What follows belongs to an exercise in optimizing a design on an open flow for small area; a production flow would make more cautious choices.
In this exercise RTL edits were held to simulation tests only and were not proved equivalent to the original.
Power and IR drop assume default switching activity.

File: flow/design.v
module LT24Top (
    input              clock,
    input              globalReset,
    output             resetApp,
    output             LT24_WRn,
    output             LT24_RDn,
    output             LT24_CSn,
    output             LT24_RS,
    output             LT24_RESETn,
    output [     15:0] LT24_D,
    output             LT24_LCD_ON
);
assign LT24_RDn    = 1'b1;
assign LT24_CSn    = 1'b0;
assign LT24_LCD_ON = 1'b1;
reg [3:0] resetSync;
always @(posedge clock or posedge globalReset)
    if (globalReset) resetSync <= 4'hF;
    else             resetSync <= {resetSync[2:0], 1'b0};
wire reset = resetSync[3];
assign LT24_RESETn = ~reset;
reg [12:0] q;
reg        run;
always @(posedge clock or posedge reset)
    if (reset) begin
        q   <= 13'd204;
        run <= 1'b0;
    end else begin
        q <= q + 13'd1;
        if (q == 13'h14CC) run <= 1'b1;
    end
assign resetApp = reset | ~run;
wire [6:0] romIdx = q[7:1];
wire romHi   = (q[12:8] == 5'h14);
reg [8:0] romWord;
always @(*) begin
    case (romIdx)
        7'd0: romWord = 9'h0ef;
        7'd1: romWord = 9'h103;
        7'd2: romWord = 9'h180;
        7'd3: romWord = 9'h102;
        7'd4: romWord = 9'h0cf;
        7'd5: romWord = 9'h100;
        7'd6: romWord = 9'h181;
        7'd7: romWord = 9'h1c0;
        7'd8: romWord = 9'h0ed;
        7'd9: romWord = 9'h164;
        7'd10: romWord = 9'h103;
        7'd11: romWord = 9'h112;
        7'd12: romWord = 9'h181;
        7'd13: romWord = 9'h0e8;
        7'd14: romWord = 9'h185;
        7'd15: romWord = 9'h101;
        7'd16: romWord = 9'h178;
        7'd17: romWord = 9'h0cb;
        7'd18: romWord = 9'h139;
        7'd19: romWord = 9'h12c;
        7'd20: romWord = 9'h100;
        7'd21: romWord = 9'h134;
        7'd22: romWord = 9'h102;
        7'd23: romWord = 9'h0f7;
        7'd24: romWord = 9'h120;
        7'd25: romWord = 9'h0ea;
        7'd26: romWord = 9'h100;
        7'd27: romWord = 9'h100;
        7'd28: romWord = 9'h0c0;
        7'd29: romWord = 9'h123;
        7'd30: romWord = 9'h0c1;
        7'd31: romWord = 9'h110;
        7'd32: romWord = 9'h0c5;
        7'd33: romWord = 9'h13e;
        7'd34: romWord = 9'h128;
        7'd35: romWord = 9'h0c7;
        7'd36: romWord = 9'h186;
        7'd37: romWord = 9'h036;
        7'd38: romWord = 9'h148;
        7'd39: romWord = 9'h03a;
        7'd40: romWord = 9'h155;
        7'd41: romWord = 9'h0b1;
        7'd42: romWord = 9'h100;
        7'd43: romWord = 9'h11b;
        7'd44: romWord = 9'h0b6;
        7'd45: romWord = 9'h108;
        7'd46: romWord = 9'h182;
        7'd47: romWord = 9'h127;
        7'd48: romWord = 9'h0f2;
        7'd49: romWord = 9'h100;
        7'd50: romWord = 9'h026;
        7'd51: romWord = 9'h101;
        7'd52: romWord = 9'h0e0;
        7'd53: romWord = 9'h10f;
        7'd54: romWord = 9'h131;
        7'd55: romWord = 9'h12b;
        7'd56: romWord = 9'h10c;
        7'd57: romWord = 9'h10e;
        7'd58: romWord = 9'h108;
        7'd59: romWord = 9'h14e;
        7'd60: romWord = 9'h1f1;
        7'd61: romWord = 9'h137;
        7'd62: romWord = 9'h107;
        7'd63: romWord = 9'h110;
        7'd64: romWord = 9'h103;
        7'd65: romWord = 9'h10e;
        7'd66: romWord = 9'h109;
        7'd67: romWord = 9'h100;
        7'd68: romWord = 9'h0e1;
        7'd69: romWord = 9'h100;
        7'd70: romWord = 9'h10e;
        7'd71: romWord = 9'h114;
        7'd72: romWord = 9'h103;
        7'd73: romWord = 9'h111;
        7'd74: romWord = 9'h107;
        7'd75: romWord = 9'h131;
        7'd76: romWord = 9'h1c1;
        7'd77: romWord = 9'h148;
        7'd78: romWord = 9'h108;
        7'd79: romWord = 9'h10f;
        7'd80: romWord = 9'h10c;
        7'd81: romWord = 9'h131;
        7'd82: romWord = 9'h136;
        7'd83: romWord = 9'h10f;
        7'd84: romWord = 9'h0b1;
        7'd85: romWord = 9'h100;
        7'd86: romWord = 9'h101;
        7'd87: romWord = 9'h0f6;
        7'd88: romWord = 9'h101;
        7'd89: romWord = 9'h110;
        7'd90: romWord = 9'h100;
        7'd91: romWord = 9'h011;
        7'd92: romWord = 9'h02a;
        7'd93: romWord = 9'h100;
        7'd94: romWord = 9'h100;
        7'd95: romWord = 9'h100;
        7'd96: romWord = 9'h1ef;
        7'd97: romWord = 9'h02b;
        7'd98: romWord = 9'h100;
        7'd99: romWord = 9'h100;
        7'd100: romWord = 9'h101;
        7'd101: romWord = 9'h13f;
        7'd102: romWord = 9'h029;
        default: romWord = 9'bx;
    endcase
end
reg [7:0] xAddr;
reg [8:0] yAddr;
reg [4:0] xTrack;    
reg [4:0] yTrack;    
wire [3:0] qp = q[3:0];    
wire pixStep = run & (qp == 4'd12);
always @(posedge clock or posedge resetApp)
    if (resetApp) begin
        xAddr <= 8'd0; yAddr <= 9'd0; xTrack <= 5'd0; yTrack <= 5'd0;
    end else if (pixStep) begin
        if (xAddr != 8'd239) begin
            xAddr  <= xAddr + 8'd1;
            xTrack <= ((xTrack[4]&(xTrack[3]|(xTrack[2]|xTrack[1])))) ? 5'd0 : xTrack + 5'd1;
        end else begin
            xAddr  <= 8'd0;
            xTrack <= 5'd0;
            yAddr  <= (yAddr == 9'd319) ? 9'd0 : yAddr + 9'd1;
            yTrack <= (((yTrack[4]&(yTrack[3]|(yTrack[2]|yTrack[1])))) || (yAddr == 9'd0)) ? 5'd0 : yTrack + 5'd1;
        end
    end
reg [18:0] lc;
reg [2:0]  ls;
always @(posedge clock or posedge resetApp)
    if (resetApp) begin
        lc <= 19'd286705;
        ls <= 3'd0;
    end else if (lc == 19'd286720) begin
        lc <= 19'd0;
        case (ls)
            3'd0: ls <= 3'd1;
            3'd1: ls <= 3'd3;
            3'd2: ls <= 3'd3;
            3'd3: ls <= 3'd4;
            3'd4: ls <= 3'd5;
            3'd5: ls <= 3'd6;
            3'd6: ls <= 3'd7;
            3'd7: ls <= 3'd2;
        endcase
    end else begin
        lc <= lc + 19'd1;
    end
wire lSeen  = (lc[18]|(lc[17]|(lc[16]&(lc[15]|lc[14]))));
wire lGreen = lSeen & ~(lc[18]|(lc[17]&(lc[16]&(lc[15]|(lc[14]|lc[13])))));
wire lAhead = (lc[18]|(lc[17]|(lc[16]&(lc[15]|(lc[14]|(lc[13]&(lc[12]&(lc[11]&(lc[10]&(lc[9]&(lc[8]&(lc[7]&(lc[6]&(lc[5]&(lc[4]&(lc[3]|lc[2]))))))))))))))));
wire go_z1L = ((ls==3'd4));
wire go_z1C = ((ls==3'd3));
wire go_z1R = ((ls==3'd0)|(ls==3'd4)|(ls==3'd5)|(ls==3'd6)|(ls==3'd7));
wire go_z1P = ((ls==3'd1)|(ls==3'd2));
wire go_z2L = ((ls==3'd0)|(ls==3'd5)|(ls==3'd7));
wire go_z2C = ((ls==3'd4));
wire go_z2R = ((ls==3'd0)|(ls==3'd1)|(ls==3'd2)|(ls==3'd5)|(ls==3'd6)|(ls==3'd7));
wire go_z2P = ((ls==3'd3));
wire go_z3L = ((ls==3'd1)|(ls==3'd2));
wire go_z3C = ((ls==3'd3)|(ls==3'd5));
wire go_z3R = ((ls==3'd1)|(ls==3'd2)|(ls==3'd3));
wire go_z3P = ((ls==3'd4));
wire go_z4L = ((ls==3'd0)|(ls==3'd6)|(ls==3'd7));
wire go_z4C = ((ls==3'd0)|(ls==3'd1)|(ls==3'd2)|(ls==3'd6)|(ls==3'd7));
wire go_z4R = ((ls==3'd3)|(ls==3'd4));
wire go_z4P = ((ls==3'd5));
wire b_z1P = lSeen ? go_z1P : ((ls==3'd0)|(ls==3'd1)|(ls==3'd3));
wire b_z2P = lSeen ? go_z2P : ((ls==3'd0)|(ls==3'd1)|(ls==3'd4));
wire b_z3P = lSeen ? go_z3P : ((ls==3'd0)|(ls==3'd1)|(ls==3'd5));
wire b_z4P = lSeen ? go_z4P : ((ls==3'd0)|(ls==3'd1)|(ls==3'd6));
reg [1:0] carZ;
reg [1:0] carL;
always @(posedge clock or posedge reset)
    if (reset) begin
        carZ <= 2'd0; carL <= 2'd1;
    end else if (carL == 2'd3) begin
        carZ <= carZ + 2'd1; carL <= 2'd1;
    end else begin
        carL <= carL + 2'd1;
    end
wire [3:0] carId = {carZ, carL};
reg  [131:0] ring;
wire [10:0]  head = ring[131:121];
wire [8:0]   hM   = head[8:0];
wire [1:0]   hSeg = head[10:9];
reg  [10:0]  headNext;
always @(posedge clock) ring <= {ring[120:0], headNext};
wire inWin  = ~(q[3] & q[2]);                   
wire updWin = run & (q[10:4] == 7'd13);
wire upd    = updWin & inWin;
wire par    = ~q[11];
reg  [2:0] snapLs;
reg        snapSeen;
always @(posedge clock)
    if (run & (q[10:0] == 11'd207)) begin
        snapLs   <= ls;
        snapSeen <= lAhead;
    end
reg [8:0] tE;
always @(*) begin
    case ({carId, hSeg})
        6'd4: tE = 9'd149;
        6'd5: tE = 9'd0;
        6'd6: tE = 9'd0;
        6'd7: tE = 9'd319;
        6'd8: tE = 9'd0;
        6'd12: tE = 9'd164;
        6'd15: tE = 9'd0;
        6'd20: tE = 9'd129;
        6'd21: tE = 9'd0;
        6'd22: tE = 9'd0;
        6'd23: tE = 9'd239;
        6'd24: tE = 9'd319;
        6'd28: tE = 9'd114;
        6'd31: tE = 9'd0;
        6'd36: tE = 9'd89;
        6'd37: tE = 9'd0;
        6'd38: tE = 9'd0;
        6'd39: tE = 9'd0;
        6'd40: tE = 9'd239;
        6'd44: tE = 9'd74;
        6'd47: tE = 9'd319;
        6'd52: tE = 9'd189;
        6'd53: tE = 9'd0;
        6'd54: tE = 9'd0;
        6'd55: tE = 9'd0;
        6'd56: tE = 9'd0;
        6'd60: tE = 9'd204;
        6'd63: tE = 9'd239;
        default: tE = 9'bx;
    endcase
end
reg [8:0] tL;
always @(*) begin
    case ({carId, hSeg})
        6'd4: tL = 9'd122;
        6'd5: tL = 9'd113;
        6'd6: tL = 9'd189;
        6'd7: tL = 9'd233;
        6'd8: tL = 9'd233;
        6'd12: tL = 9'd113;
        6'd15: tL = 9'd233;
        6'd20: tL = 9'd113;
        6'd21: tL = 9'd122;
        6'd22: tL = 9'd149;
        6'd23: tL = 9'd6;
        6'd24: tL = 9'd6;
        6'd28: tL = 9'd73;
        6'd31: tL = 9'd6;
        6'd36: tL = 9'd116;
        6'd37: tL = 9'd125;
        6'd38: tL = 9'd129;
        6'd39: tL = 9'd6;
        6'd40: tL = 9'd6;
        6'd44: tL = 9'd205;
        6'd47: tL = 9'd6;
        6'd52: tL = 9'd125;
        6'd53: tL = 9'd116;
        6'd54: tL = 9'd89;
        6'd55: tL = 9'd313;
        6'd56: tL = 9'd313;
        6'd60: tL = 9'd165;
        6'd63: tL = 9'd313;
        default: tL = 9'bx;
    endcase
end
reg [1:0] tNS;
always @(*) begin
    case ({carId, hSeg})
        6'd4: tNS = 2'd1;
        6'd5: tNS = 2'd2;
        6'd6: tNS = 2'd3;
        6'd7: tNS = 2'd0;
        6'd8: tNS = 2'd0;
        6'd12: tNS = 2'd3;
        6'd15: tNS = 2'd0;
        6'd20: tNS = 2'd1;
        6'd21: tNS = 2'd2;
        6'd22: tNS = 2'd3;
        6'd23: tNS = 2'd0;
        6'd24: tNS = 2'd0;
        6'd28: tNS = 2'd3;
        6'd31: tNS = 2'd0;
        6'd36: tNS = 2'd1;
        6'd37: tNS = 2'd2;
        6'd38: tNS = 2'd3;
        6'd39: tNS = 2'd0;
        6'd40: tNS = 2'd0;
        6'd44: tNS = 2'd3;
        6'd47: tNS = 2'd0;
        6'd52: tNS = 2'd1;
        6'd53: tNS = 2'd2;
        6'd54: tNS = 2'd3;
        6'd55: tNS = 2'd0;
        6'd56: tNS = 2'd0;
        6'd60: tNS = 2'd3;
        6'd63: tNS = 2'd0;
        default: tNS = 2'bx;
    endcase
end
reg [0:0] tDir;
always @(*) begin
    case ({carId, hSeg})
        6'd4: tDir = 1'd0;
        6'd5: tDir = 1'd1;
        6'd6: tDir = 1'd1;
        6'd7: tDir = 1'd1;
        6'd8: tDir = 1'd0;
        6'd12: tDir = 1'd0;
        6'd15: tDir = 1'd0;
        6'd20: tDir = 1'd1;
        6'd21: tDir = 1'd1;
        6'd22: tDir = 1'd1;
        6'd23: tDir = 1'd1;
        6'd24: tDir = 1'd1;
        6'd28: tDir = 1'd1;
        6'd31: tDir = 1'd0;
        6'd36: tDir = 1'd1;
        6'd37: tDir = 1'd1;
        6'd38: tDir = 1'd1;
        6'd39: tDir = 1'd0;
        6'd40: tDir = 1'd1;
        6'd44: tDir = 1'd1;
        6'd47: tDir = 1'd1;
        6'd52: tDir = 1'd0;
        6'd53: tDir = 1'd1;
        6'd54: tDir = 1'd1;
        6'd55: tDir = 1'd0;
        6'd56: tDir = 1'd0;
        6'd60: tDir = 1'd0;
        6'd63: tDir = 1'd1;
        default: tDir = 1'bx;
    endcase
end
reg [0:0] tAx;
always @(*) begin
    case ({carId, hSeg})
        6'd4: tAx = 1'd0;
        6'd5: tAx = 1'd0;
        6'd6: tAx = 1'd0;
        6'd7: tAx = 1'd1;
        6'd8: tAx = 1'd0;
        6'd12: tAx = 1'd0;
        6'd15: tAx = 1'd1;
        6'd20: tAx = 1'd1;
        6'd21: tAx = 1'd0;
        6'd22: tAx = 1'd0;
        6'd23: tAx = 1'd0;
        6'd24: tAx = 1'd1;
        6'd28: tAx = 1'd1;
        6'd31: tAx = 1'd0;
        6'd36: tAx = 1'd0;
        6'd37: tAx = 1'd0;
        6'd38: tAx = 1'd0;
        6'd39: tAx = 1'd1;
        6'd40: tAx = 1'd0;
        6'd44: tAx = 1'd0;
        6'd47: tAx = 1'd1;
        6'd52: tAx = 1'd1;
        6'd53: tAx = 1'd0;
        6'd54: tAx = 1'd0;
        6'd55: tAx = 1'd0;
        6'd56: tAx = 1'd1;
        6'd60: tAx = 1'd1;
        6'd63: tAx = 1'd0;
        default: tAx = 1'bx;
    endcase
end
reg [8:0] tF5;
always @(*) begin
    case ({carId, hSeg})
        6'd4: tF5 = 9'd139;
        6'd5: tF5 = 9'd148;
        6'd6: tF5 = 9'd157;
        6'd7: tF5 = 9'd99;
        6'd8: tF5 = 9'd124;
        6'd12: tF5 = 9'd109;
        6'd15: tF5 = 9'd159;
        6'd20: tF5 = 9'd99;
        6'd21: tF5 = 9'd151;
        6'd22: tF5 = 9'd160;
        6'd23: tF5 = 9'd169;
        6'd24: tF5 = 9'd84;
        6'd28: tF5 = 9'd69;
        6'd31: tF5 = 9'd109;
        6'd36: tF5 = 9'd169;
        6'd37: tF5 = 9'd160;
        6'd38: tF5 = 9'd151;
        6'd39: tF5 = 9'd129;
        6'd40: tF5 = 9'd184;
        6'd44: tF5 = 9'd199;
        6'd47: tF5 = 9'd69;
        6'd52: tF5 = 9'd129;
        6'd53: tF5 = 9'd157;
        6'd54: tF5 = 9'd148;
        6'd55: tF5 = 9'd139;
        6'd56: tF5 = 9'd144;
        6'd60: tF5 = 9'd159;
        6'd63: tF5 = 9'd199;
        default: tF5 = 9'bx;
    endcase
end
reg [8:0] tStart, tStop;
always @(*) begin
    case (carZ)
        2'd0: begin tStart = 9'd233; tStop = 9'd187; end
        2'd1: begin tStart = 9'd6; tStop = 9'd91; end
        2'd2: begin tStart = 9'd6; tStop = 9'd51; end
        2'd3: begin tStart = 9'd313; tStop = 9'd227; end
    endcase
end
reg bCar;
always @(*) begin
    case (carId)
        4'd1: bCar = snapSeen ? ((snapLs==3'd4)) : ((snapLs==3'd0)|(snapLs==3'd1)|(snapLs==3'd5));
        4'd2: bCar = snapSeen ? ((snapLs==3'd3)) : ((snapLs==3'd4));
        4'd3: bCar = snapSeen ? ((snapLs==3'd0)|(snapLs==3'd4)|(snapLs==3'd5)|(snapLs==3'd6)|(snapLs==3'd7)) : ((snapLs==3'd2)|(snapLs==3'd5)|(snapLs==3'd6)|(snapLs==3'd7));
        4'd5: bCar = snapSeen ? ((snapLs==3'd0)|(snapLs==3'd5)|(snapLs==3'd7)) : ((snapLs==3'd0)|(snapLs==3'd1)|(snapLs==3'd2)|(snapLs==3'd6));
        4'd6: bCar = snapSeen ? ((snapLs==3'd4)) : ((snapLs==3'd5));
        4'd7: bCar = snapSeen ? ((snapLs==3'd0)|(snapLs==3'd1)|(snapLs==3'd2)|(snapLs==3'd5)|(snapLs==3'd6)|(snapLs==3'd7)) : ((snapLs==3'd2)|(snapLs==3'd3)|(snapLs==3'd6)|(snapLs==3'd7));
        4'd9: bCar = snapSeen ? ((snapLs==3'd1)|(snapLs==3'd2)) : ((snapLs==3'd0)|(snapLs==3'd1)|(snapLs==3'd3));
        4'd10: bCar = snapSeen ? ((snapLs==3'd3)|(snapLs==3'd5)) : ((snapLs==3'd4)|(snapLs==3'd6));
        4'd11: bCar = snapSeen ? ((snapLs==3'd1)|(snapLs==3'd2)|(snapLs==3'd3)) : ((snapLs==3'd3)|(snapLs==3'd4));
        4'd13: bCar = snapSeen ? ((snapLs==3'd0)|(snapLs==3'd6)|(snapLs==3'd7)) : ((snapLs==3'd0)|(snapLs==3'd1)|(snapLs==3'd2)|(snapLs==3'd7));
        4'd14: bCar = snapSeen ? ((snapLs==3'd0)|(snapLs==3'd1)|(snapLs==3'd2)|(snapLs==3'd6)|(snapLs==3'd7)) : ((snapLs==3'd2)|(snapLs==3'd3)|(snapLs==3'd7));
        4'd15: bCar = snapSeen ? ((snapLs==3'd3)|(snapLs==3'd4)) : ((snapLs==3'd4)|(snapLs==3'd5));
        default: bCar = 1'bx;
    endcase
end
wire held    = (hSeg == 2'd0) & (&hM[7:3]) & (hM[8] == carZ[0]);
wire atStop  = (hSeg == 2'd0) & (hM == tStop);
wire segEnd  = hSeg[0] ^ hSeg[1] | (hM == tE);
wire [8:0] hStep = hM + {{8{~tDir}}, 1'b1};
always @(*) begin
    headNext = head;
    if (resetApp) headNext = {2'd0, tStart};
    else if (upd & par) begin
        if (held)                 headNext = (&hM[2:0]) ? {2'd0, tStop} : {2'd0, hM[8:3], hM[2:0] + 3'd1};
        else if (atStop & ~bCar)  headNext = {2'd0, carZ[0], 8'd249};
        else if (segEnd)          headNext = {tNS, tL};
        else                      headNext = {hSeg, hStep};
    end
end
wire [8:0] drawM = held ? tStop : hM;
wire [8:0] pixM = tAx ? yAddr : {1'b0, xAddr};
wire [8:0] pixF = tAx ? {1'b0, xAddr} : yAddr;
wire [9:0] dM = {1'b0, pixM} - {1'b0, drawM} + 10'd5;
wire [9:0] dF = {1'b0, pixF} - {1'b0, tF5};
wire carHit = ~(dM[9]|(dM[8]|(dM[7]|(dM[6]|(dM[5]|(dM[4]|(dM[3]&(dM[2]|(dM[1]&dM[0]))))))))) & ~(dF[9]|(dF[8]|(dF[7]|(dF[6]|(dF[5]|(dF[4]|(dF[3]&(dF[2]|(dF[1]&dF[0]))))))))) & (drawM[8]|(drawM[7]|(drawM[6]|(drawM[5]|(drawM[4]|(drawM[3]|(drawM[2]&(drawM[1]|drawM[0]))))))));
reg  [3:0] bestCar;    
wire takeCar = carHit & (carId > bestCar);
wire [3:0] carSel = takeCar ? carId : bestCar;
always @(posedge clock)
    if (qp == 4'd0)  bestCar <= carHit ? carId : 4'd0;
    else if (inWin)  bestCar <= carSel;
reg [3:0] c10x, c10y;     
always @(posedge clock or posedge resetApp)
    if (resetApp) begin
        c10x <= 4'd6; c10y <= 4'd6;
    end else if (pixStep) begin
        c10x <= (c10x == 4'd9) ? 4'd0 : c10x + 4'd1;
        if (xAddr == 8'd239) c10y <= (c10y == 4'd9) ? 4'd0 : c10y + 4'd1;
    end
reg [2:0] ax, ay;            
always @(*) begin
    case (c10x)
        4'd5: ax = 3'd0; 4'd4, 4'd6: ax = 3'd1; 4'd3, 4'd7: ax = 3'd2;
        4'd2, 4'd8: ax = 3'd3; 4'd1, 4'd9: ax = 3'd4; default: ax = 3'd5;
    endcase
    case (c10y)
        4'd5: ay = 3'd0; 4'd4, 4'd6: ay = 3'd1; 4'd3, 4'd7: ay = 3'd2;
        4'd2, 4'd8: ay = 3'd3; 4'd1, 4'd9: ay = 3'd4; default: ay = 3'd5;
    endcase
end
wire diskXY = (ay == 3'd0) | ((ay <= 3'd3) & (ax <= 3'd4)) | ((ay == 3'd4) & (ax <= 3'd3)) | ((ay == 3'd5) & (ax == 3'd0));
wire band1 = ((xAddr[7]&(xAddr[6]|(xAddr[5]&(xAddr[4]&xAddr[3]))))&~(xAddr[7]&(xAddr[6]&(xAddr[5]|(xAddr[4]|(xAddr[3]|(xAddr[2]|(xAddr[1]&xAddr[0])))))))) & ((yAddr[8]|(yAddr[7]|(yAddr[6]|(yAddr[5]&(yAddr[4]&(yAddr[3]|(yAddr[2]&yAddr[1])))))))&~(yAddr[8]|(yAddr[7]|(yAddr[6]&(yAddr[5]|(yAddr[4]&(yAddr[3]&(yAddr[2]&(yAddr[1]&yAddr[0])))))))));
wire band2 = ((xAddr[7]|(xAddr[6]|(xAddr[5]|(xAddr[4]|(xAddr[3]&(xAddr[2]&xAddr[1]))))))&~(xAddr[7]|(xAddr[6]|(xAddr[5]&(xAddr[4]&(xAddr[3]|(xAddr[2]&(xAddr[1]&xAddr[0])))))))) & ((yAddr[8]|(yAddr[7]|(yAddr[6]&(yAddr[5]|(yAddr[4]&(yAddr[3]|yAddr[2]))))))&~(yAddr[8]|(yAddr[7]|(yAddr[6]&(yAddr[5]|(yAddr[4]&(yAddr[3]&(yAddr[2]&(yAddr[1]&yAddr[0])))))))));
wire band3 = ((xAddr[7]|(xAddr[6]|(xAddr[5]&(xAddr[4]|(xAddr[3]&(xAddr[2]&(xAddr[1]|xAddr[0])))))))&~(xAddr[7]|(xAddr[6]|(xAddr[5]&(xAddr[4]&xAddr[3]))))) & ((yAddr[8]|(yAddr[7]&(yAddr[6]&yAddr[5])))&~(yAddr[8]&(yAddr[7]|(yAddr[6]|(yAddr[5]|(yAddr[4]|(yAddr[3]&(yAddr[2]|(yAddr[1]|yAddr[0])))))))));
wire band4 = ((xAddr[7]&(xAddr[6]|(xAddr[5]&(xAddr[4]&xAddr[3]))))&~(xAddr[7]&(xAddr[6]&(xAddr[5]&(xAddr[4]|(xAddr[3]|(xAddr[2]|(xAddr[1]|xAddr[0])))))))) & ((yAddr[8]|(yAddr[7]&(yAddr[6]&yAddr[5])))&~(yAddr[8]|(yAddr[7]&(yAddr[6]&(yAddr[5]&(yAddr[4]|(yAddr[3]&(yAddr[2]|(yAddr[1]&yAddr[0])))))))));
wire disk3 = (ay == 3'd0) ? ((xAddr[7]|(xAddr[6]|(xAddr[5]&(xAddr[4]|(xAddr[3]&(xAddr[2]&(xAddr[1]|xAddr[0])))))))&~(xAddr[7]|(xAddr[6]|(xAddr[5]&(xAddr[4]&xAddr[3]))))) : (ay <= 3'd3) ? ((xAddr[7]|(xAddr[6]|(xAddr[5]&(xAddr[4]|(xAddr[3]&(xAddr[2]&xAddr[1]))))))&~(xAddr[7]|(xAddr[6]|(xAddr[5]&(xAddr[4]&(xAddr[3]|(xAddr[2]&(xAddr[1]&xAddr[0])))))))) : (ay == 3'd4) ? ((xAddr[7]|(xAddr[6]|(xAddr[5]&(xAddr[4]|(xAddr[3]&(xAddr[2]&(xAddr[1]&xAddr[0])))))))&~(xAddr[7]|(xAddr[6]|(xAddr[5]&(xAddr[4]&(xAddr[3]|(xAddr[2]&xAddr[1]))))))) : (xAddr == 8'd50);
wire circHit = ((band1 | band2 | band4) & diskXY) | (band3 & disk3 & (yAddr != 9'd255));
wire qRight = (xAddr[7]|(xAddr[6]&(xAddr[5]&(xAddr[4]&xAddr[3]))));
wire qLow = (yAddr[8]|(yAddr[7]&(yAddr[6]|yAddr[5])));
wire [1:0] circGrp = qLow ? (qRight ? 2'd3 : 2'd2) : (qRight ? 2'd0 : 2'd1);
reg [1:0] circSub;
always @(*) begin
    circSub = 2'd0;
    case (circGrp)
        2'd0: begin
            if (((yAddr[8]|(yAddr[7]|(yAddr[6]&(yAddr[5]|(yAddr[4]|(yAddr[3]&(yAddr[2]|(yAddr[1]&yAddr[0]))))))))&~(yAddr[8]|(yAddr[7]|(yAddr[6]&(yAddr[5]|(yAddr[4]&(yAddr[3]|(yAddr[2]&(yAddr[1]|yAddr[0])))))))))) circSub = 2'd1;
            if (((yAddr[8]|(yAddr[7]|(yAddr[6]&(yAddr[5]|(yAddr[4]|(yAddr[3]|(yAddr[2]|(yAddr[1]|yAddr[0]))))))))&~(yAddr[8]|(yAddr[7]|(yAddr[6]&(yAddr[5]|(yAddr[4]|(yAddr[3]&(yAddr[2]|(yAddr[1]&yAddr[0])))))))))) circSub = 2'd2;
            if (((yAddr[8]|(yAddr[7]|(yAddr[6]|(yAddr[5]&(yAddr[4]&(yAddr[3]|(yAddr[2]&yAddr[1])))))))&~(yAddr[8]|(yAddr[7]|(yAddr[6]&(yAddr[5]|(yAddr[4]|(yAddr[3]|(yAddr[2]|(yAddr[1]|yAddr[0])))))))))) circSub = 2'd3;
        end
        2'd1: begin
            if (((xAddr[7]|(xAddr[6]|(xAddr[5]&(xAddr[4]|(xAddr[3]|(xAddr[2]|(xAddr[1]&xAddr[0])))))))&~(xAddr[7]|(xAddr[6]|(xAddr[5]&(xAddr[4]|(xAddr[3]&(xAddr[2]&(xAddr[1]|xAddr[0]))))))))) circSub = 2'd1;
            if (((xAddr[7]|(xAddr[6]|(xAddr[5]|(xAddr[4]&(xAddr[3]&(xAddr[2]|(xAddr[1]|xAddr[0])))))))&~(xAddr[7]|(xAddr[6]|(xAddr[5]&(xAddr[4]|(xAddr[3]|(xAddr[2]|(xAddr[1]&xAddr[0]))))))))) circSub = 2'd2;
            if (((xAddr[7]|(xAddr[6]|(xAddr[5]|(xAddr[4]|(xAddr[3]&(xAddr[2]&xAddr[1]))))))&~(xAddr[7]|(xAddr[6]|(xAddr[5]|(xAddr[4]&(xAddr[3]&(xAddr[2]|(xAddr[1]|xAddr[0]))))))))) circSub = 2'd3;
        end
        2'd2: begin
            if (((yAddr[8]|(yAddr[7]&(yAddr[6]&(yAddr[5]&(yAddr[4]|(yAddr[3]&(yAddr[2]|yAddr[1])))))))&~(yAddr[8]|(yAddr[7]&(yAddr[6]&(yAddr[5]&(yAddr[4]&(yAddr[3]|yAddr[2])))))))) circSub = 2'd1;
            if (((yAddr[8]|(yAddr[7]&(yAddr[6]&(yAddr[5]&(yAddr[4]&(yAddr[3]|yAddr[2]))))))&~(yAddr[8]|(yAddr[7]&(yAddr[6]&(yAddr[5]&(yAddr[4]&(yAddr[3]&(yAddr[2]&(yAddr[1]&yAddr[0])))))))))) circSub = 2'd2;
            if ((yAddr[8]&~(yAddr[8]&(yAddr[7]|(yAddr[6]|(yAddr[5]|(yAddr[4]|(yAddr[3]&(yAddr[2]|(yAddr[1]|yAddr[0])))))))))) circSub = 2'd3;
        end
        2'd3: begin
            if (((xAddr[7]&(xAddr[6]&(xAddr[5]|(xAddr[4]|(xAddr[3]|(xAddr[2]|xAddr[1]))))))&~(xAddr[7]&(xAddr[6]&(xAddr[5]|(xAddr[4]|(xAddr[3]&xAddr[2]))))))) circSub = 2'd1;
            if (((xAddr[7]&(xAddr[6]&(xAddr[5]|(xAddr[4]|(xAddr[3]&xAddr[2])))))&~(xAddr[7]&(xAddr[6]&(xAddr[5]|(xAddr[4]&(xAddr[3]|(xAddr[2]&xAddr[1])))))))) circSub = 2'd2;
            if (((xAddr[7]&(xAddr[6]&(xAddr[5]|(xAddr[4]&(xAddr[3]|(xAddr[2]&xAddr[1]))))))&~(xAddr[7]&(xAddr[6]&(xAddr[5]&(xAddr[4]|(xAddr[3]|(xAddr[2]|(xAddr[1]|xAddr[0]))))))))) circSub = 2'd3;
        end
    endcase
end
wire [3:0] circId = {circGrp, circSub};
reg circGo;
always @(*) begin
    case (circId)
        4'd0: circGo = go_z1L;
        4'd1: circGo = go_z1C;
        4'd2: circGo = go_z1R;
        4'd3: circGo = go_z1P;
        4'd4: circGo = go_z2L;
        4'd5: circGo = go_z2C;
        4'd6: circGo = go_z2R;
        4'd7: circGo = go_z2P;
        4'd8: circGo = go_z3L;
        4'd9: circGo = go_z3C;
        4'd10: circGo = go_z3R;
        4'd11: circGo = go_z3P;
        4'd12: circGo = go_z4L;
        4'd13: circGo = go_z4C;
        4'd14: circGo = go_z4R;
        4'd15: circGo = go_z4P;
    endcase
end
wire circGreen = lGreen | ((circId == 4'd4) & ((ls==3'd7) | (ls==3'd0)));
wire [3:0] circCode = circGo ? (circGreen ? 4'd9 : 4'd8) : 4'd7;
wire grass = (~(xAddr[7]|(xAddr[6]|(xAddr[5]&(xAddr[4]&(xAddr[3]&xAddr[2]))))) | (xAddr[7]&(xAddr[6]|(xAddr[5]&(xAddr[4]&(xAddr[3]|(xAddr[2]|(xAddr[1]&xAddr[0])))))))) & (~(yAddr[8]|(yAddr[7]|(yAddr[6]&(yAddr[5]&(yAddr[4]|(yAddr[3]|yAddr[2])))))) | (yAddr[8]|(yAddr[7]&(yAddr[6]&(yAddr[5]|(yAddr[4]&(yAddr[3]&(yAddr[2]|(yAddr[1]&yAddr[0])))))))));
wire xDash = ~(xTrack[4]|(xTrack[3]&(xTrack[2]|xTrack[1])));
wire yDash = ~(yTrack[4]|(yTrack[3]&(yTrack[2]|yTrack[1])));
reg [3:0] code;
always @(*) begin
    code = grass ? 4'd1 : 4'd0;
    if ((xAddr == 8'd119) && yDash) code = 4'd2;
    else if ((yAddr == 9'd159) && xDash) code = 4'd2;
    if (b_z1P && ((yAddr[8]|(yAddr[7]|(yAddr[6]&(yAddr[5]&(yAddr[4]|(yAddr[3]|(yAddr[2]|(yAddr[1]&yAddr[0]))))))))&~(yAddr[8]|(yAddr[7]&(yAddr[6]|yAddr[5])))) && (xAddr == 8'd179) && yDash) code = 4'd3;
    if (b_z2P && ((xAddr[7]|(xAddr[6]&(xAddr[5]&(xAddr[4]&(xAddr[3]|(xAddr[2]&(xAddr[1]&xAddr[0])))))))&~(xAddr[7]&(xAddr[6]|(xAddr[5]&(xAddr[4]&(xAddr[3]|xAddr[2])))))) && (yAddr == 9'd99) && xDash) code = 4'd3;
    if (b_z3P && ((yAddr[8]|(yAddr[7]|(yAddr[6]&(yAddr[5]&(yAddr[4]|(yAddr[3]|(yAddr[2]|(yAddr[1]&yAddr[0]))))))))&~(yAddr[8]|(yAddr[7]&(yAddr[6]|yAddr[5])))) && (xAddr == 8'd59) && yDash) code = 4'd3;
    if (b_z4P && ((xAddr[7]|(xAddr[6]|(xAddr[5]&(xAddr[4]&(xAddr[3]&(xAddr[2]|(xAddr[1]&xAddr[0])))))))&~(xAddr[7]|(xAddr[6]&(xAddr[5]&(xAddr[4]&xAddr[3]))))) && (yAddr == 9'd219) && xDash) code = 4'd3;
    case (carSel)
        4'd1: code = 4'd4;
        4'd2: code = 4'd5;
        4'd3: code = 4'd6;
        4'd5: code = 4'd5;
        4'd6: code = 4'd4;
        4'd7: code = 4'd6;
        4'd9: code = 4'd5;
        4'd10: code = 4'd6;
        4'd11: code = 4'd4;
        4'd13: code = 4'd6;
        4'd14: code = 4'd4;
        4'd15: code = 4'd5;
        default: ;
    endcase
    if (circHit) code = circCode;
    if ((xAddr == 8'd0) && (yAddr == 9'd0) && (yTrack == 5'd0)) code = 4'd0;
end
reg [3:0] colourCode;
always @(posedge clock or posedge resetApp)
    if (resetApp) colourCode <= 4'd10;
    else if (qp == 4'd11) colourCode <= code;
reg [16:0] colourWord;  
always @(*) begin
    case (colourCode)
        4'd0: colourWord = 17'h10000;
        4'd1: colourWord = 17'h18400;
        4'd2: colourWord = 17'h1ffff;
        4'd3: colourWord = 17'h187f0;
        4'd4: colourWord = 17'h1fc08;
        4'd5: colourWord = 17'h1001f;
        4'd6: colourWord = 17'h187ff;
        4'd7: colourWord = 17'h1f800;
        4'd8: colourWord = 17'h1ffe0;
        4'd9: colourWord = 17'h187e0;
        4'd10: colourWord = 17'h00029;
        default: colourWord = 17'h10000;
    endcase
end
reg [16:0] busWord;  
always @(*) begin
    if (run) begin
        case (q[3:1])
            3'd7: busWord = 17'h0002A;
            3'd0: busWord = 17'h10000;
            3'd1: busWord = {9'h100, xAddr};
            3'd2: busWord = 17'h0002B;
            3'd3: busWord = {16'h8000, yAddr[8]};
            3'd4: busWord = {9'h100, yAddr[7:0]};
            3'd5: busWord = 17'h0002C;
            default: busWord = colourWord;
        endcase
    end else if (romHi) begin
        busWord = {romWord[8], 8'h00, romWord[7:0]};
    end else begin
        busWord = 17'h10000;
    end
end
assign LT24_RS  = busWord[16];
assign LT24_D   = busWord[15:0];
assign LT24_WRn = q[0] & (run | romHi);
endmodule
File: flow/run.sh
#!/bin/bash
# synth_recipe.tcl (not shown) runs the flow's synth.tcl, then flattens the netlist and writes it again
# the make line also repeats each setting of config.mk as NAME=value (left out here)
make -C /OpenROAD-flow-scripts/flow DESIGN_CONFIG=/design/flow/config.mk WORK_HOME=/design/flow/orfs CLKGATE_MAP_FILE= SYNTH_SCRIPT=/design/flow/synth_recipe.tcl finish
File: flow/config.mk
export PLATFORM = sky130hd
export DESIGN_NAME = LT24Top
export DESIGN_NICKNAME = LT24Top
export VERILOG_FILES = /design/flow/design.v
export SDC_FILE = /design/flow/constraint.sdc
export NUM_CORES = 4
export LEC_CHECK = 0
export CAP_MARGIN = 20
export CORE_MARGIN = 2
export CORE_UTILIZATION = 40
export CTS_BUF_LIST = sky130_fd_sc_hd__clkbuf_16
export CTS_CLUSTER_DIAMETER = 100
export CTS_CLUSTER_SIZE = 24
export PLACE_DENSITY = 0.6
export SLEW_MARGIN = 20
File: flow/constraint.sdc
create_clock -name core_clock -period 20.0 [get_ports {clock}]
set_input_delay 4.0000 -clock core_clock [delete_from_list [all_inputs] [get_ports {clock}]]
set_output_delay 4.0000 -clock core_clock [all_outputs]
set_load 0.01 [all_outputs]
==> impl_metrics.ini, run 1 <==
[routing]
vias = 12900
ant_nets = 0
wl_per_cell_um = 19.2
drt_iter0_drc = 1320
drt-total-wl_um = 40900
dr.pass1.iters = 5
drc = 0
viasPerCell = 6.04

[final_layout]
num_antenna_cells = 0
finalNonFillerCells = 2129
fillers = 3536
final_nets = 1756
syn2layout_area_growth_pct = 6.11
drive_gt1_share_pct = 6.65

[pwr]
ir_worst_vdd_mv = 0.0761
p_per_area_nw_per_um2 = 49.5
p_leak_nw = 6.01

[sta]
max-slew-margin-rel_pct = 34.4
hold_viol = 0
rsz0062_at_grt = no
final_max_slew_viol_count = 0
post-route-period-util_pct = 42.9
setup_viol = 0
fin_worst_skew_ns = 0.0217
fmax_ghz = 0.116
tightest_slew_ns = 0.985
period_minus_slack_ns = 8.59
setup_tns_ns = 0

[clock_tree]
cts_post_setup_buffers_inserted = 0
clkSinkCount = 223
cts_hold_buffers = 0
cts_resized = 0
cts_tree = built
clkTransAtPathRegs_ns = 0.10
cts_inserted_buffers = 14
root_buffer = clkbuf_16
clockBufferDepth = 3
htree_levels = 1
clk_latency_ns = 0.50

[floorplanning]
dieArea_um2 = 37500
start_util_pct = 40.5
fp.coreArea_um2 = 35500
die_h_um = 194
die_w_um = 194
boundaryPins = 25
num_rows = 69

[setup_path]
critPathKind = register to primary output
cp-endpoint = LT24_D[1]
required_ns = 16.00
cp-startpoint = q[3]
worstSetupEndpointType = primary output
cp_cell_sequence = inv_1 > nand2_1 > nand2_1 > mux4_2 > a211o_1 > a31oi_1 > a21oi_1 > clkdlybuf4s50_1
path_max_fanout = 56
rr_endpoint = colourCode[1]
critPathSlowestCell = dfstp_2
worst-path-buf-inv = 2
critPathMaxStageDelay_ns = 1.18
path_delay_family = buffers and inverters
start_kind = register
crit_top_cell = nand2_1
critPathArrivalTime_ns = 4.59
path_depth = 8
r2r_setup_slack_ns = 13.45
r2r-start = ring[131]
worst-r2r-cell-count = 21

[yosys]
synth_area_um2 = 14400
synth-async-reset-ratio_pct = 37.2
synth-seq-cells = 223
synth-edff-count = 8
synth_area_leaders = dfxtp_1 (18%), dfrtp_1 (9.7%), ha_1 (7.7%)
synth_seq_area_share_pct = 34.7
syn_area_per_cell_um2 = 8.31
synth_top_area_share_pct = 18.4
netlist-cell-type-count = 95
netlist_instances = 1731
yosysMostFrequentCell = nand2_1
ys_warn_count = 1
synth_common_cells = nand2_1 (173), o21ai_0 (141), nor2_1 (133), dfxtp_1 (132), a21oi_1 (113)
synth-main-ff-cell = dfxtp_1
yosysTopAreaCell = dfxtp_1

[global_routing]
grt_pass1_wl_um = 65500
grt_use_met2_pct = 32.2
antenna_found_initial = 0
grt_util_met3_pct = 2.95
grt_pass1_vias = 11600
grt_usage_pct = 21.2
grt_max_degree = 68
top_usage_layer = met2
use_met1_pct = 31.4
grt-ovfl-total = 0

[placement]
dp_hpwl_um = 29000
post-place-cells = 2107
globalplace.congestion = 0.904
port_buffers = 21

[run_status]
status = finished clean

[hold_path]
hp-class = register to register

[flow_run]
maxCapViolCount = 0
[state kept, by name (all words and copies together) (netlist names)]
register / count
ls: 3
xTrack: 5
snapLs: 3
colourCode: 4
yAddr: 9
yTrack: 5
run: 1
xAddr: 8
ring: 132
carZ: 2
resetSync: 4
c10x: 4
lc: 19
bestCar: 4
carL: 2
q: 13
snapSeen: 1
c10y: 4
[metal layers]
metal | vias up | routed length, um | share of wire [%]
met5 | - | 0 | 0
met4 | 0 | 1020 | 2.5
met2 | 486 | 18000 | 44
met1 | 6150 | 19200 | 47
met3 | 65 | 2680 | 6.6
li1 | 6153 | - | -
[logic make-up after synthesis]
family,after synthesis,synth area share (%)
flip-flops,223,34.7
other,2,0.0522
buffers and inverters,202,5.62
XOR/XNOR,72,4.39
multiplexers,42,3.64
AND/OR/NAND/NOR,577,19.8
AO/OA/AOI/OAI,521,23.6
adder cells (fa/ha/maj),92,8.16
[how the worst min path moves through the flow]
| stage | from | to | slack (ns) | cells after the start |
|---|---|---|---|---|
| floorplan | ring[89] | ring[100] | 0.31 | 0 |
| finish | ring[65] | ring[76] | 0.32 | 0 |
| detailed placement | ring[115] | ring[126] | 0.31 | 0 |
| CTS | ring[40] | ring[51] | 0.33 | 0 |
| global route | ring[40] | ring[51] | 0.33 | 0 |
| global placement | ring[55] | ring[66] | 0.31 | 0 |
[where the power goes]
group	switching [mW]	leakage (nW)	internal [mW]
sequential	0.000328	2.16	0.449
clock	0.155	0.234	0.148
combinational	0.00148	3.62	0.000496
total	0.157	6.01	0.598
[per-stage QoR]
stage                     area, um^2  total power [mW]  hold slack [ns]  setup WS (ns)  utilization (%)
after global placement         14800             0.461            0.310          12.09             41.7
after global routing           15300             0.784            0.334          11.23             43.0
after floorplan                14400             0.460            0.310          12.82                -
after detailed placement       14800             0.461            0.312          12.05             41.7
final                          15300             0.755            0.320          11.41             43.0
after CTS                      15300             0.769            0.326          11.52             43.0
[area by class of cell]
type	count	area, um^2	share of cell area (%)
Sequential cell	223	4990	32.7
Timing Repair Buffer	40	353	2.31
Clock inverter	6	58.8	0.385
Multi-Input combinational cell	1308	8590	56.3
Inverter	75	282	1.85
Tap cell	461	577	3.78
Clock buffer	16	400	2.62
[cell usage in the layout (no fill, tap or decap), types with 41 or more instances in the layout]
master	count
nand2_1	173
o21ai_0	141
nor2_1	133
dfxtp_1	132
a21oi_1	113
ha_1	89
inv_1	77
dfrtp_1	55
nand3_1	48
xnor2_1	47
a31oi_1	41
==> run 2, diff against run 1 <==
==> flow/flow/run.sh (new file) <==
#!/bin/bash
# Layout flow: the standard synthesis, then an area-oriented re-mapping of
# its combinational logic (every register and adder cell kept as the
# standard synthesis made it, same instance names and cell types), then the
# standard layout from floorplan to finish on that netlist.
set -e
set -o pipefail
HERE=$(pwd)
RES=$HERE/orfs/results/$FLOW_PLATFORM/LT24Top/base
LIB=$FLOW_HOME/platforms/$FLOW_PLATFORM/lib/sky130_fd_sc_hd__tt_025C_1v80.lib

YOSYS=""
for c in "${YOSYS_EXE:-}" "$FLOW_HOME/../tools/install/yosys/bin/yosys" "$(command -v yosys || true)"; do
    if [ -n "$c" ] && [ -x "$c" ]; then YOSYS=$c; break; fi
done
[ -n "$YOSYS" ] || { echo "no yosys found"; exit 1; }

# 1. standard synthesis
bash standard.sh synth > "$HERE/1_standard_synth.log" 2>&1
cp "$RES/1_2_yosys.v" "$HERE/1_2_yosys_standard.v"

# 2. re-map the combinational logic for area
cat > "$HERE/reopt.abc" <<'EOS'
strash; &get -n; &deepsyn -T 60; &put; dch -f; amap; topo; dnsize -c
EOS
cat > "$HERE/reopt.ys" <<EOS
read_liberty -ignore_miss_func $LIB
read_verilog $HERE/1_2_yosys_standard.v
blackbox sky130_fd_sc_hd__df* sky130_fd_sc_hd__ed* sky130_fd_sc_hd__sdf* sky130_fd_sc_hd__dl* sky130_fd_sc_hd__fa_* sky130_fd_sc_hd__ha_* sky130_fd_sc_hd__conb_*
hierarchy -top $FLOW_TOP
flatten
opt_clean
stat -liberty $LIB
abc -script $HERE/reopt.abc -liberty $LIB -dont_use sky130_fd_sc_hd__probe_p_8 -dont_use sky130_fd_sc_hd__probec_p_8 -dont_use sky130_fd_sc_hd__lpflow_*
opt_clean -purge
hierarchy -top $FLOW_TOP
stat -liberty $LIB
write_verilog -noattr -nohex -nodec $HERE/1_2_yosys_reopt.v
EOS
"$YOSYS" -s "$HERE/reopt.ys" > "$HERE/2_reopt_yosys.log" 2>&1

# registers and adder cells must be unchanged
grep -E "sky130_fd_sc_hd__(df|ed|sdf|dl|fa_|ha_|conb)" "$HERE/1_2_yosys_standard.v" | awk '{print $1, $2}' | sort > "$HERE/regs_standard.txt"
grep -E "sky130_fd_sc_hd__(df|ed|sdf|dl|fa_|ha_|conb)" "$HERE/1_2_yosys_reopt.v" | awk '{print $1, $2}' | sort > "$HERE/regs_reopt.txt"
cmp "$HERE/regs_standard.txt" "$HERE/regs_reopt.txt"

cp "$HERE/1_2_yosys_reopt.v" "$RES/1_2_yosys.v"
rm -f "$RES/1_synth.odb" "$RES/1_synth.sdc"

# 3. standard layout from the re-mapped netlist
bash standard.sh finish > "$HERE/3_standard_finish.log" 2>&1
==> flow/standard.sh (new file) <==
#!/bin/bash
# synth_recipe.tcl (not shown) runs the flow's synth.tcl, then flattens the netlist and writes it again
# the make line also repeats each setting of config.mk as NAME=value (left out here)
make -C /OpenROAD-flow-scripts/flow DESIGN_CONFIG=/design/flow/config.mk WORK_HOME=/design/flow/orfs CLKGATE_MAP_FILE= SYNTH_SCRIPT=/design/flow/synth_recipe.tcl "${@:-finish}"
--- a/flow/config.mk
+++ b/flow/config.mk
@@ -9,7 +9,4 @@
 export CORE_MARGIN = 2
 export CORE_UTILIZATION = 40
-export CTS_BUF_LIST = sky130_fd_sc_hd__clkbuf_16
-export CTS_CLUSTER_DIAMETER = 100
-export CTS_CLUSTER_SIZE = 24
 export PLACE_DENSITY = 0.6
 export SLEW_MARGIN = 20
removed: flow/run.sh
==> run 2 against run 1 <==
Clock skew fell by 0.0034 ns. Final area fell by 11%. Worst hold slack barely moved. Critical endpoint is now LT24_D[3]. Largest power group is now the clock network.
==> impl_metrics.ini, run 2 <==
[sta]
tightest_slew_ns = 1.08
hold_viol = 0
final_max_slew_viol_count = 0
period_minus_slack_ns = 8.88
max-slew-margin-rel_pct = 27.3
fmax_ghz = 0.113
fin_worst_skew_ns = 0.0183
setup_tns_ns = 0
rsz0062_at_grt = no
setup_viol = 0
post-route-period-util_pct = 44.4

[clock_tree]
clk_latency_ns = 0.53
htree_levels = 1
clkSinkCount = 223
clockBufferDepth = 3
root_buffer = clkbuf_16
cts_post_setup_buffers_inserted = 0
cts_inserted_buffers = 24
cts_resized = 0
cts_tree = built
cts_hold_buffers = 0
clkTransAtPathRegs_ns = 0.06

[setup_path]
crit_top_cell = nor2_1
critPathMaxStageDelay_ns = 0.87
cp_cell_sequence = clkinv_1 > nor2_1 > clkinv_1 > nor2_1 > nor2_1 > o21ai_0 > a311oi_1 > o41ai_1 > clkdlybuf4s50_1
required_ns = 16.00
path_delay_family = buffers and inverters
critPathKind = register to primary output
r2r_setup_slack_ns = 12.17
r2r-start = carL[1]
critPathArrivalTime_ns = 4.88
rr_endpoint = colourCode[1]
worstSetupEndpointType = primary output
critPathSlowestCell = dfstp_2
path_max_fanout = 24
worst-r2r-cell-count = 24
worst-path-buf-inv = 3
start_kind = register

[routing]
drt_iter0_drc = 1106
wl_per_cell_um = 19.6
viasPerCell = 5.86
drc = 0
dr.pass1.iters = 5
drt-total-wl_um = 37900
ant_nets = 0
vias = 11400

[final_layout]
top_regs = ring: 132 flops, lc: 19 flops, q: 13 flops
syn2layout_area_growth_pct = 13.3
final_nets = 1624
finalNonFillerCells = 1937
final_common_cell = nor2_1
most-common-layout-cells = nor2_1 (284), clkinv_1 (205), dfxtp_1 (132)
fin_area_um2 = 13600
fillers = 2988
num_antenna_cells = 0
drive_gt1_share_pct = 4.78
top_register = ring
multi_input_area_um2 = 6320
largest_reg_flops = 132
register_area_um2 = 4990

[floorplanning]
num_rows = 63
boundaryPins = 25
start_util_pct = 40.7
fp.coreArea_um2 = 29600
die_h_um = 178
dieArea_um2 = 31500
die_w_um = 178

[pwr]
p_int_uw = 724
p_leak_nw = 5.28
p_per_area_nw_per_um2 = 66.2
power.total_uw = 904
pwr-share-comb_pct = 0.2
ir_worst_vdd_mv = 0.0567
switching_share_pct = 19.9
power_frac_clock_pct = 50.0
pwr-share-seq_pct = 49.8
power_switching_uw = 180

[hold_path]
hp-class = register to register
hp-start = ring[43]
min_path_cells = 0
min_to = ring[54]

[placement]
dp_hpwl_um = 28400
post-place-cells = 1894
place_area_um2 = 12800
port_buffers = 21
globalplace.congestion = 0.996

[global_routing]
grt_usage_pct = 24.0
grt-ovfl-total = 0
grt_max_degree = 67
grt_pass1_vias = 10700
antenna_found_initial = 0
grt_pass1_wl_um = 59700

[yosys]
synth_area_um2 = 12100
ys_warn_count = 1
syn_area_per_cell_um2 = 8.18
netlist_instances = 1474

[run_status]
status = finished clean

[flow_run]
maxCapViolCount = 0
## run 2: final cells by class
class / instances / area share [%]
Multi-Input combinational cell: 1048 / 46.3
Clock inverter: 8 / 0.761
Clock buffer: 35 / 5.23
Inverter: 205 / 5.64
Sequential cell: 223 / 36.6
Timing Repair Buffer: 28 / 1.93
Tap cell: 390 / 3.58
## run 2: how the worst max path moves through the flow
stage                     startpoint         to  slack, ns  cells past startpoint
after floorplan                  run   resetApp      11.69                      3
after global placement          q[3]  LT24_D[3]      11.70                      9
after detailed placement        q[3]  LT24_D[3]      11.80                      9
after CTS                       q[3]  LT24_D[3]      11.24                      9
after global routing            q[3]  LT24_D[3]      11.03                      9
final                           q[3]  LT24_D[3]      11.12                      9
## run 2: power groups by stage
stage / registers (mW) / clock network (mW) / logic, mW
after floorplan: 0.459 / 0 / 0.00102
after global placement: 0.459 / 0 / 0.00191
after detailed placement: 0.459 / 0 / 0.00189
after CTS: 0.450 / 0.467 / 0.00193
after global routing: 0.450 / 0.480 / 0.00212
final: 0.450 / 0.452 / 0.00185
## run 2: layer usage
layer / part of all wire (%) / wire length, um / GRT usage, %
met5: 0 / 0 / 0
met4: 3.0 / 1130 / 6.56
met3: 7.4 / 2820 / 4.18
met2: 44 / 16700 / 37.8
met1: 45 / 17200 / 33.8
## run 2: metrics by stage
stage	utilization, %	hold slack (ns)	setup WS [ns]
6_report	46.1	0.320	11.12
5_1_grt	46.1	0.327	11.03
4_1_cts	46.0	0.324	11.24
3_5_place_dp	43.3	0.312	11.80
3_3_place_gp	43.3	0.310	11.70
2_1_floorplan	-	0.239	11.69
==> run 3, diff against run 2 <==
--- a/flow/config.mk
+++ b/flow/config.mk
@@ -9,4 +9,7 @@
 export CORE_MARGIN = 2
 export CORE_UTILIZATION = 40
+export CTS_BUF_LIST = sky130_fd_sc_hd__clkbuf_8
+export CTS_CLUSTER_DIAMETER = 60
+export CTS_CLUSTER_SIZE = 16
 export PLACE_DENSITY = 0.6
 export SLEW_MARGIN = 20
==> run 3 against run 2 <==
Die area stayed put. Global-route usage is 0.19 points lower. Critical endpoint unchanged. Non-clock buffer count stayed put. Worst setup slack worse by 0.028 ns. Still clean. Final area is 2.8% lower. Clock skew is 0.020 ns higher. Via count is 0.32% higher. Worst hold slack better by 0.0054 ns. Critical path type unchanged. Flip-flop and latch count stayed put. Synthesized cell count stayed put. First-iteration DRC count is 9.6% lower.
==> impl_metrics.ini, run 3 <==
[run_status]
status = finished clean

[routing]
drt-total-wl_um = 37800
vias = 11400
drc = 0
wl_per_cell_um = 19.6
viasPerCell = 5.90
dr.pass1.iters = 6
ant_nets = 0
drt_iter0_drc = 1000

[global_routing]
grt-ovfl-total = 0
antenna_found_initial = 0
grt_pass1_vias = 10700
grt_max_degree = 67
grt_usage_pct = 23.8
grt_pass1_wl_um = 59300

[final_layout]
top_register = ring
finalNonFillerCells = 1931
drive_gt1_share_pct = 4.67
fillers = 3020
final_common_cell = nor2_1
syn2layout_area_growth_pct = 10.1
num_antenna_cells = 0
largest_reg_flops = 132
most-common-layout-cells = nor2_1 (284), clkinv_1 (205), dfxtp_1 (132)
top_regs = ring: 132 flops, lc: 19 flops, q: 13 flops
final_nets = 1623
register_area_um2 = 4990
multi_input_area_um2 = 6320

[clock_tree]
htree_levels = 1
cts_inserted_buffers = 23
clkTransAtPathRegs_ns = 0.09
cts_post_setup_buffers_inserted = 0
root_buffer = clkbuf_8
clkSinkCount = 223
cts_resized = 0
clockBufferDepth = 3
cts_hold_buffers = 0
clk_latency_ns = 0.58
cts_tree = built

[floorplanning]
fp.coreArea_um2 = 29600
num_rows = 63
start_util_pct = 40.7
die_h_um = 178
die_w_um = 178
boundaryPins = 25
dieArea_um2 = 31500

[flow_run]
maxCapViolCount = 0

[setup_path]
critPathArrivalTime_ns = 4.91
critPathKind = register to primary output
required_ns = 16.00
path_max_fanout = 24
start_kind = register
worstSetupEndpointType = primary output

[sta]
tightest_slew_ns = 1.01
setup_viol = 0
fin_worst_skew_ns = 0.0385
fmax_ghz = 0.112
rsz0062_at_grt = no
fin_ws_ns = 11.09
setup_tns_ns = 0
post-route-period-util_pct = 44.5
max-slew-margin-rel_pct = 32.1
period_minus_slack_ns = 8.91
final_max_slew_viol_count = 0
hold_viol = 0

[yosys]
synth_area_um2 = 12100
netlist_instances = 1474
syn_area_per_cell_um2 = 8.18
ys_warn_count = 1

[hold_path]
hp-class = register to register

[pwr]
p_per_area_nw_per_um2 = 55.8
ir_worst_vdd_mv = 0.0614
power.total_uw = 740
p_leak_nw = 5.11

[placement]
port_buffers = 21
globalplace.congestion = 0.996
dp_hpwl_um = 28400
dp_slack_ns = 11.80
post-place-cells = 1894
==> run 3: metal layers <==
metal  part of all wire, %  routed length [um]  track usage (%)  vias to the layer above
met5                     0                   0                0                        -
met4                   3.2                1220             6.93                        0
met3                   7.8                2930             4.05                       95
met2                    44               16600             37.4                      502
met1                    45               17000             33.5                     5369
li1                      -                   -                -                     5429
==> run 3: cell type report <==
type,instances,area share [%]
Tap cell,390,3.68
Inverter,205,5.80
Sequential cell,223,37.6
Clock buffer,25,2.59
Timing Repair Buffer,28,1.98
Multi-Input combinational cell,1048,47.6
Clock inverter,12,0.735
==> run 3: worst paths after layout <==
check,startpoint,to,slack (ns),cells past startpoint
min reg2reg,ring[11],ring[22],0.33,0
max reg2reg,carL[1],colourCode[1],12.22,24
min,ring[11],ring[22],0.33,0
max in group asynchronous,globalReset,resetSync[1],16.19,2
max,q[3],LT24_D[3],11.09,9
min in group asynchronous,resetSync[3],q[12],0.38,1
==> run 3: per-stage QoR <==
| step | cell area [um^2] | hold slack (ns) | util [%] |
|---|---|---|---|
| floorplan | 12100 | 0.239 | - |
| global placement | 12800 | 0.310 | 43.3 |
| detailed placement | 12800 | 0.312 | 43.3 |
| CTS | 13300 | 0.322 | 44.8 |
| global route | 13300 | 0.325 | 44.8 |
| finish | 13300 | 0.325 | 44.8 |
==> run 3: critical path: stages (launching register included) <==
cell             delay [ns]
dfstp_2                0.89
clkinv_1               0.70
nor2_1                 0.74
clkinv_1               0.26
nor2_1                 0.21
nor2_1                 0.10
o21ai_0                0.22
a311oi_1               0.13
o41ai_1                0.47
clkdlybuf4s50_1        0.62
==> run 3: power breakdown <==
group / switching, mW / internal [mW]
clock: 0.167 / 0.122
combinational: 0.00145 / 0.000374
sequential: 0.000287 / 0.449
total: 0.169 / 0.571
==> run 4, diff against run 3 <==
--- a/flow/config.mk
+++ b/flow/config.mk
@@ -9,7 +9,7 @@
 export CORE_MARGIN = 2
 export CORE_UTILIZATION = 40
-export CTS_BUF_LIST = sky130_fd_sc_hd__clkbuf_8
-export CTS_CLUSTER_DIAMETER = 60
-export CTS_CLUSTER_SIZE = 16
+export CTS_BUF_LIST = sky130_fd_sc_hd__clkbuf_16
+export CTS_CLUSTER_DIAMETER = 100
+export CTS_CLUSTER_SIZE = 24
 export PLACE_DENSITY = 0.6
 export SLEW_MARGIN = 20
==> run 4 against run 3 <==
First-iteration DRC count rose by 16%. Register-to-register slack got worse by 0.14 ns. Flip-flop and latch count did not move. Clock skew rose by 0.0056 ns. Final area barely moved. Critical endpoint unchanged.
==> impl_metrics.ini, run 4 <==
[run_status]
status = finished clean

[pwr]
power_frac_clock_pct = 39.5
pwr-share-comb_pct = 0.2
ir_worst_vdd_mv = 0.0681
switching_share_pct = 21.0
p_int_uw = 590
p_per_area_nw_per_um2 = 56.3
p_leak_nw = 5.10
pwr-share-seq_pct = 60.2
power_switching_uw = 157

[routing]
viasPerCell = 5.96
drt_iter0_drc = 1161
dr.pass1.iters = 8
wl_per_cell_um = 19.7
vias = 11400
drc = 0
ant_nets = 0
drt-total-wl_um = 37700

[floorplanning]
start_util_pct = 40.7
dieArea_um2 = 31500
fp.coreArea_um2 = 29600
num_rows = 63
die_w_um = 178
boundaryPins = 25
die_h_um = 178

[global_routing]
grt-ovfl-total = 0
grt_max_degree = 67
grt_use_met2_pct = 37.9
grt_pass1_wl_um = 59400
grt_pass1_vias = 10600
grt_usage_pct = 23.8
grt_util_met3_pct = 3.90
top_usage_layer = met2
antenna_found_initial = 0
use_met1_pct = 33.8

[yosys]
netlist_instances = 1474
syn_area_per_cell_um2 = 8.18
ys_warn_count = 1
synth_area_um2 = 12100

[placement]
port_buffers = 21
globalplace.congestion = 0.996
dp_slack_ns = 11.80
dp_hpwl_um = 28400

[setup_path]
rr_endpoint = colourCode[1]
required_ns = 16.00
path_max_fanout = 24
critPathArrivalTime_ns = 4.81
worstSetupEndpointType = primary output
cp-startpoint = q[3]
worst-r2r-cell-count = 24
r2r-start = carL[1]
r2r_setup_slack_ns = 12.08
critPathKind = register to primary output
start_kind = register
cp-endpoint = LT24_D[3]

[clock_tree]
cts_tree = built
cts_inserted_buffers = 14
clk_latency_ns = 0.51
clockBufferDepth = 3
clkSinkCount = 223
cts_post_setup_buffers_inserted = 0
htree_levels = 1
clkTransAtPathRegs_ns = 0.09
cts_resized = 0
root_buffer = clkbuf_16
cts_hold_buffers = 0

[final_layout]
fin_util_pct = 44.8
drive_gt1_share_pct = 3.74
most-common-layout-cells = nor2_1 (284), clkinv_1 (205), dfxtp_1 (132)
top_regs = ring: 132 flops, lc: 19 flops, q: 13 flops
largest_reg_flops = 132
syn2layout_area_growth_pct = 10.1
final_common_cell = nor2_1
num_antenna_cells = 0
top_register = ring
final_nets = 1614

[sta]
max-slew-margin-rel_pct = 26.1
setup_tns_ns = 0
tightest_slew_ns = 1.09
post-route-period-util_pct = 44.1
period_minus_slack_ns = 8.81
fin_ws_ns = 11.19
hold_viol = 0
holdWs_ns = 0.308
fin_worst_skew_ns = 0.0442
final_max_slew_viol_count = 0
rsz0062_at_grt = no
setup_viol = 0
fmax_ghz = 0.113

[hold_path]
hp-class = register to register

[flow_run]
maxCapViolCount = 0
## run 4: metrics by stage
| step | cells | power (mW) | instance area, um^2 |
|---|---|---|---|
| 2_1_floorplan | 1476 | 0.460 | 12100 |
| 3_3_place_gp | 1894 | 0.461 | 12800 |
| 3_5_place_dp | 1894 | 0.461 | 12800 |
| 4_1_cts | 1915 | 0.759 | 13300 |
| 5_1_grt | 1915 | 0.773 | 13300 |
| 6_report | 1915 | 0.746 | 13300 |
## run 4: layer usage
metal / up-vias / wire length (um)
li1: 5405 / -
met1: 5442 / 17300
met2: 494 / 16700
met3: 76 / 2780
met4: 0 / 1010
met5: - / 0
## run 4: layout make-up
class	count	area, um^2
Timing Repair Buffer	28	263
Sequential cell	223	4990
Clock buffer	15	375
Multi-Input combinational cell	1048	6320
Tap cell	390	488
Inverter	205	769
Clock inverter	6	61.3
Fill cell	3025	16400
## run 4: power by group through the flow
stage | clock network, mW | logic [mW] | registers (mW)
floorplan | 0 | 0.00102 | 0.459
global placement | 0 | 0.00191 | 0.459
detailed placement | 0 | 0.00189 | 0.459
CTS | 0.307 | 0.00193 | 0.449
global route | 0.321 | 0.00212 | 0.450
finish | 0.295 | 0.00183 | 0.449
## run 4: worst min path at each step
stage                            to  slack [ns]         start  cells after the start
final                      ring[86]        0.31      ring[75]                      0
after global routing       ring[86]        0.32      ring[75]                      0
after CTS                  ring[86]        0.31      ring[75]                      0
after detailed placement  ring[104]        0.31      ring[93]                      0
after global placement    ring[106]        0.31      ring[95]                      0
after floorplan             carL[1]        0.24  resetSync[3]                      1
## run 4: worst max-delay path: stages (launching register included)
cell	delay (ns)
dfstp_2	0.88
clkinv_1	0.70
nor2_1	0.76
clkinv_1	0.26
nor2_1	0.22
nor2_1	0.10
o21ai_0	0.20
a311oi_1	0.13
o41ai_1	0.47
clkdlybuf4s50_1	0.62

==> port drivers added, routing unchanged <==
Ports are ideal in the flow. The routed layouts listed here were re-timed in OpenROAD. Step 1 sets driving cells, clkbuf_16 on the clock port and buf_2 on the other inputs (assumed; they add their load-dependent delay and slew). Step 2, shift: input delay + t, output delay - t, t = (earliest + latest rising clock arrival at the registers) / 2. This alone moves slack from input paths to output paths. a / b / c = ideal ports / drivers / drivers and shift; a / b = the first two.
run	shift t [ns]	setup slack, ns	hold WS [ns]	worst setup path after step 2	pins driven straight from the clock port
run 1	0.538	11.411 / 11.362 / 11.899	0.320 / 0.320 / 0.320	register to output	1
run 2	0.569	11.121 / 11.075 / 11.643	0.320 / 0.320 / 0.320	register to output	1
run 3	0.605	11.093 / 11.046 / 11.652	0.325 / 0.325 / 0.325	register to output	1
run 4	0.536	11.187 / 11.139 / 11.676	0.308 / 0.308 / 0.308	register to output	1
After both steps setup and hold are still met in every run listed.
